Context: an optimization exercise on an open-source flow, tuned for small area. The choices shown serve that exercise and are no tape-out recipe. RTL that was checked went through simulation tests only; none was proved equivalent to the original.

==> 10-08 <==
==> flow/design.v (excerpt) <==
module top #(parameter N = 4) (
  input  wire           clk  ,
  input  wire           rst  ,
  input  wire           start,
  input  wire [8*N-1:0] a_in ,
  input  wire [8*N-1:0] w_in ,
  output wire [8*N-1:0] y_out,
  output wire           ready,
  output wire           done
);
==> module A22o, before the edit <==
module A22o (input wire a1, a2, b1, b2, output wire y); assign y = (a1 & a2) | (b1 & b2);    endmodule
==> module A22oi, before the edit <==
module A22oi(input wire a1, a2, b1, b2, output wire y); assign y = ~((a1 & a2) | (b1 & b2)); endmodule
==> module Mux4h, before the edit <==
module Mux4h (input wire [3:0] s, input wire [3:0] d, output wire y);
  assign y = |(s & d);
endmodule
==> module Array, before the edit <==
module Array (
  input  wire        clk  ,
  input  wire        rst  ,
  input  wire        start,
  input  wire [31:0] a_in ,
  input  wire [31:0] w_in ,
  output wire [31:0] y_out,
  output wire        ready,
  output wire        done
);
  reg [4:0] cnt;
  always @(posedge clk or posedge rst) begin
    if (rst) cnt <= 5'd0;
    else if (cnt == 5'd0) cnt <= start ? 5'd1 : 5'd0;
    else if (cnt == 5'd17) cnt <= 5'd0;
    else cnt <= cnt + 5'd1;
  end
  assign ready = cnt == 5'd0;
  assign done  = cnt == 5'd17;
  wire load = (cnt >= 5'd1) && (cnt <= 5'd4);
  wire nload = ~load;
  reg  [7:0] r [0:3][0:3];
  wire [7:0] r0_next [0:3];
  genvar jj, bb;
  generate
    for (jj = 0; jj < 4; jj = jj + 1) begin : wring
      for (bb = 0; bb < 8; bb = bb + 1) begin : b
        A22o m (.a1(load), .a2(w_in[8*jj+bb]), .b1(nload), .b2(r[3][jj][bb]), .y(r0_next[jj][bb]));
      end
    end
  endgenerate
  always @(posedge clk) begin
    for (int j = 0; j < 4; j++) begin
      r[0][j] <= r0_next[j];
      for (int p = 1; p < 4; p++) r[p][j] <= r[p-1][j];
    end
  end
  reg  [1:0] phase;
  wire [1:0] phase_next = (cnt == 5'd1) ? 2'd1 : phase + 2'd1;
  always @(posedge clk) phase <= phase_next;
  reg [7:0] a0d1, a0d2, a0d3, a1d1, a1d2, a2d1;
  always @(posedge clk) begin
    a0d1 <= a_in[7:0];   a0d2 <= a0d1; a0d3 <= a0d2;
    a1d1 <= a_in[15:8];  a1d2 <= a1d1;
    a2d1 <= a_in[23:16];
  end
  wire [7:0] src [0:3];
  assign src[0] = a0d3;
  assign src[1] = a1d2;
  assign src[2] = a2d1;
  assign src[3] = a_in[31:24];
  wire [3:0] sel;
  assign sel[0] = phase_next == 2'd0;
  assign sel[1] = phase_next == 2'd1;
  assign sel[2] = phase_next == 2'd2;
  assign sel[3] = phase_next == 2'd3;
  wire [7:0] xn [0:3];
  genvar pp;
  generate
    for (pp = 0; pp < 4; pp = pp + 1) begin : xsel
      for (bb = 0; bb < 8; bb = bb + 1) begin : b
        Mux4h m (.s(sel), .d({src[(pp + 1) % 4][bb], src[(pp + 2) % 4][bb], src[(pp + 3) % 4][bb], src[pp][bb]}),
                 .y(xn[pp][bb]));
      end
    end
  endgenerate
  reg [7:0] x0, x1, x2, x3;
  always @(posedge clk) begin
    x0 <= xn[0]; x1 <= xn[1]; x2 <= xn[2]; x3 <= xn[3];
  end
  wire [7:1] xs0, xs1, xs2, xs3;
  generate
    for (genvar k = 1; k < 8; k = k + 1) begin : xsuf
      assign xs0[k] = |x0[7:k];
      assign xs1[k] = |x1[7:k];
      assign xs2[k] = |x2[7:k];
      assign xs3[k] = |x3[7:k];
    end
  endgenerate
  wire [7:0] lowr [0:3];
  wire [3:0] sat;
  genvar j;
  generate
    for (j = 0; j < 4; j = j + 1) begin : col
      Column c (
        .x0(x0), .x1(x1), .x2(x2), .x3(x3),
        .w0(r[0][j]), .w1(r[1][j]), .w2(r[2][j]), .w3(r[3][j]),
        .xs0(xs0), .xs1(xs1), .xs2(xs2), .xs3(xs3),
        .lowr(lowr[j]), .sat(sat[j])
      );
    end
  endgenerate
  reg [8:0] s0, s1, s2, s3;
  always @(posedge clk) begin
    s0 <= {sat[0], lowr[0]};
    s1 <= {sat[1], lowr[1]};
    s2 <= {sat[2], lowr[2]};
    s3 <= {sat[3], lowr[3]};
  end
  wire [7:0] y0, y1, y2, y3;
  Activation act0 (.sat(s0[8]), .lowr(s0[7:0]), .y(y0));
  Activation act1 (.sat(s1[8]), .lowr(s1[7:0]), .y(y1));
  Activation act2 (.sat(s2[8]), .lowr(s2[7:0]), .y(y2));
  Activation act3 (.sat(s3[8]), .lowr(s3[7:0]), .y(y3));
  reg [7:0] r1b, r2b, r2c, r3b, r3c, r3d;
  always @(posedge clk) begin
    r1b <= y1;
    r2b <= y2; r2c <= r2b;
    r3b <= y3; r3c <= r3b; r3d <= r3c;
  end
  assign y_out = {r3d, r2c, r1b, y0};
endmodule
clock: 5.0 ns
lec_check: 0
cap_margin: 20
core_margin: 2
core_utilization: 70
cts_cluster_diameter: 120
cts_cluster_size: 26
slew_margin: 20
synth_hierarchical: 1
standard.sh (not shown) runs the stock make flow with config.mk's settings and CLKGATE_MAP_FILE= SYNTH_SCRIPT=/design/flow/synth_recipe.tcl, a recipe that flattens the netlist after the stock synthesis.
==> flow/flow/run.sh <==
#!/bin/bash
# The standard layout, with the port buffers made from the smallest buffer.
set -euo pipefail
export BUFFER_PORTS_ARGS="-buffer_cell sky130_fd_sc_hd__buf_1"
bash standard.sh > standard.log 2>&1
==> 09-10: changes against 10-08 <==
--- a/flow/design.v
+++ b/flow/design.v
@@ -365,7 +365,2 @@
 module Or2N (input wire a, bn, output wire y); assign y = a | ~bn;   endmodule
-module A22o (input wire a1, a2, b1, b2, output wire y); assign y = (a1 & a2) | (b1 & b2);    endmodule
-module A22oi(input wire a1, a2, b1, b2, output wire y); assign y = ~((a1 & a2) | (b1 & b2)); endmodule
-module Mux4h (input wire [3:0] s, input wire [3:0] d, output wire y);
-  assign y = |(s & d);
-endmodule
 module Activation (
@@ -399,52 +394,19 @@
   wire load = (cnt >= 5'd1) && (cnt <= 5'd4);
-  wire nload = ~load;
-  reg  [7:0] r [0:3][0:3];
-  wire [7:0] r0_next [0:3];
-  genvar jj, bb;
-  generate
-    for (jj = 0; jj < 4; jj = jj + 1) begin : wring
-      for (bb = 0; bb < 8; bb = bb + 1) begin : b
-        A22o m (.a1(load), .a2(w_in[8*jj+bb]), .b1(nload), .b2(r[3][jj][bb]), .y(r0_next[jj][bb]));
-      end
-    end
-  endgenerate
-  always @(posedge clk) begin
-    for (int j = 0; j < 4; j++) begin
-      r[0][j] <= r0_next[j];
-      for (int p = 1; p < 4; p++) r[p][j] <= r[p-1][j];
-    end
-  end
-  reg  [1:0] phase;
-  wire [1:0] phase_next = (cnt == 5'd1) ? 2'd1 : phase + 2'd1;
-  always @(posedge clk) phase <= phase_next;
-  reg [7:0] a0d1, a0d2, a0d3, a1d1, a1d2, a2d1;
+  reg [7:0] w [0:3][0:3];
   always @(posedge clk) begin
-    a0d1 <= a_in[7:0];   a0d2 <= a0d1; a0d3 <= a0d2;
-    a1d1 <= a_in[15:8];  a1d2 <= a1d1;
-    a2d1 <= a_in[23:16];
-  end
-  wire [7:0] src [0:3];
-  assign src[0] = a0d3;
-  assign src[1] = a1d2;
-  assign src[2] = a2d1;
-  assign src[3] = a_in[31:24];
-  wire [3:0] sel;
-  assign sel[0] = phase_next == 2'd0;
-  assign sel[1] = phase_next == 2'd1;
-  assign sel[2] = phase_next == 2'd2;
-  assign sel[3] = phase_next == 2'd3;
-  wire [7:0] xn [0:3];
-  genvar pp;
-  generate
-    for (pp = 0; pp < 4; pp = pp + 1) begin : xsel
-      for (bb = 0; bb < 8; bb = bb + 1) begin : b
-        Mux4h m (.s(sel), .d({src[(pp + 1) % 4][bb], src[(pp + 2) % 4][bb], src[(pp + 3) % 4][bb], src[pp][bb]}),
-                 .y(xn[pp][bb]));
+    if (load) begin
+      for (int j = 0; j < 4; j++) begin
+        w[0][j] <= w_in[8*j+:8];
+        for (int i = 1; i < 4; i++) w[i][j] <= w[i-1][j];
       end
     end
-  endgenerate
-  reg [7:0] x0, x1, x2, x3;
+  end
+  reg [7:0] a0d1, a0d2, a0d3, a0d4, a1d1, a1d2, a1d3, a2d1, a2d2, a3d1;
   always @(posedge clk) begin
-    x0 <= xn[0]; x1 <= xn[1]; x2 <= xn[2]; x3 <= xn[3];
+    a0d1 <= a_in[7:0];   a0d2 <= a0d1; a0d3 <= a0d2; a0d4 <= a0d3;
+    a1d1 <= a_in[15:8];  a1d2 <= a1d1; a1d3 <= a1d2;
+    a2d1 <= a_in[23:16]; a2d2 <= a2d1;
+    a3d1 <= a_in[31:24];
   end
+  wire [7:0] x0 = a0d4, x1 = a1d3, x2 = a2d2, x3 = a3d1;
   wire [7:1] xs0, xs1, xs2, xs3;
@@ -464,4 +426,4 @@
       Column c (
-        .x0(x0), .x1(x1), .x2(x2), .x3(x3),
-        .w0(r[0][j]), .w1(r[1][j]), .w2(r[2][j]), .w3(r[3][j]),
+        .x0(a0d4), .x1(a1d3), .x2(a2d2), .x3(a3d1),
+        .w0(w[0][j]), .w1(w[1][j]), .w2(w[2][j]), .w3(w[3][j]),
         .xs0(xs0), .xs1(xs1), .xs2(xs2), .xs3(xs3),
==> flow/flow/run.sh (replaced) <==
#!/bin/bash
# The standard layout, with the port buffers made from the smallest buffer,
# and gates off the critical paths downsized at global routing.
set -euo pipefail
export BUFFER_PORTS_ARGS="-buffer_cell sky130_fd_sc_hd__buf_1"
export RECOVER_POWER=100
bash standard.sh > standard.log 2>&1
- CAP_MARGIN: 20 -> 5
- SLEW_MARGIN: 20 -> 5
==> summary of the runs <==
10-08 completed with no timing, DRC or antenna violations. 09-10 finished with max-capacitance violations, max-slew violations left.
Of 10-08 and 09-10, 10-08 has the higher via count (gap about 9%, measured against 09-10).
Against 10-08, the clock skew of 09-10 is lower by 0.0077 ns.
Of 10-08 and 09-10, 10-08 has the higher synthesized cell count (gap about 11%, measured against 09-10).
Between 10-08 and 09-10, the lower fmax is in 10-08 (gap 0.91%, measured against 09-10).
Against 09-10, the design area of 10-08 is smaller by about 0.5%.
Routed wire length: 09-10 is smaller than 10-08 (5.8%).
Against 09-10, the clock-buffer cell count of 10-08 is lower by 9.
The RTL of 09-10 was laid out without a check of its function.

-- afterwards: timing with drivers on the ports --
Ports are ideal in the flow. The routed layouts listed here were re-timed in OpenROAD. Step 1: set_driving_cell puts a clkbuf_16 on clk and a buf_2 on each other input, an assumption about the parent block. Step 2 times the ports against the registers' clock, not the clock port: input delays grow and output delays shrink by t, the midpoint of the rising clock arrivals with the driver on. a / b / c = ideal / step 1 / step 2; a / b = the first two.
run	t, ns	setup WS [ns]	worst setup path at the end	slew at the worst register clock pin (ns)	cell pins on the clock port's net
10-08	0.553	0.158 / 0.158 / 0.158	register to register	0.11 / 0.11	1
09-10	0.558	0.202 / 0.202 / 0.202	register to register	0.11 / 0.11	1
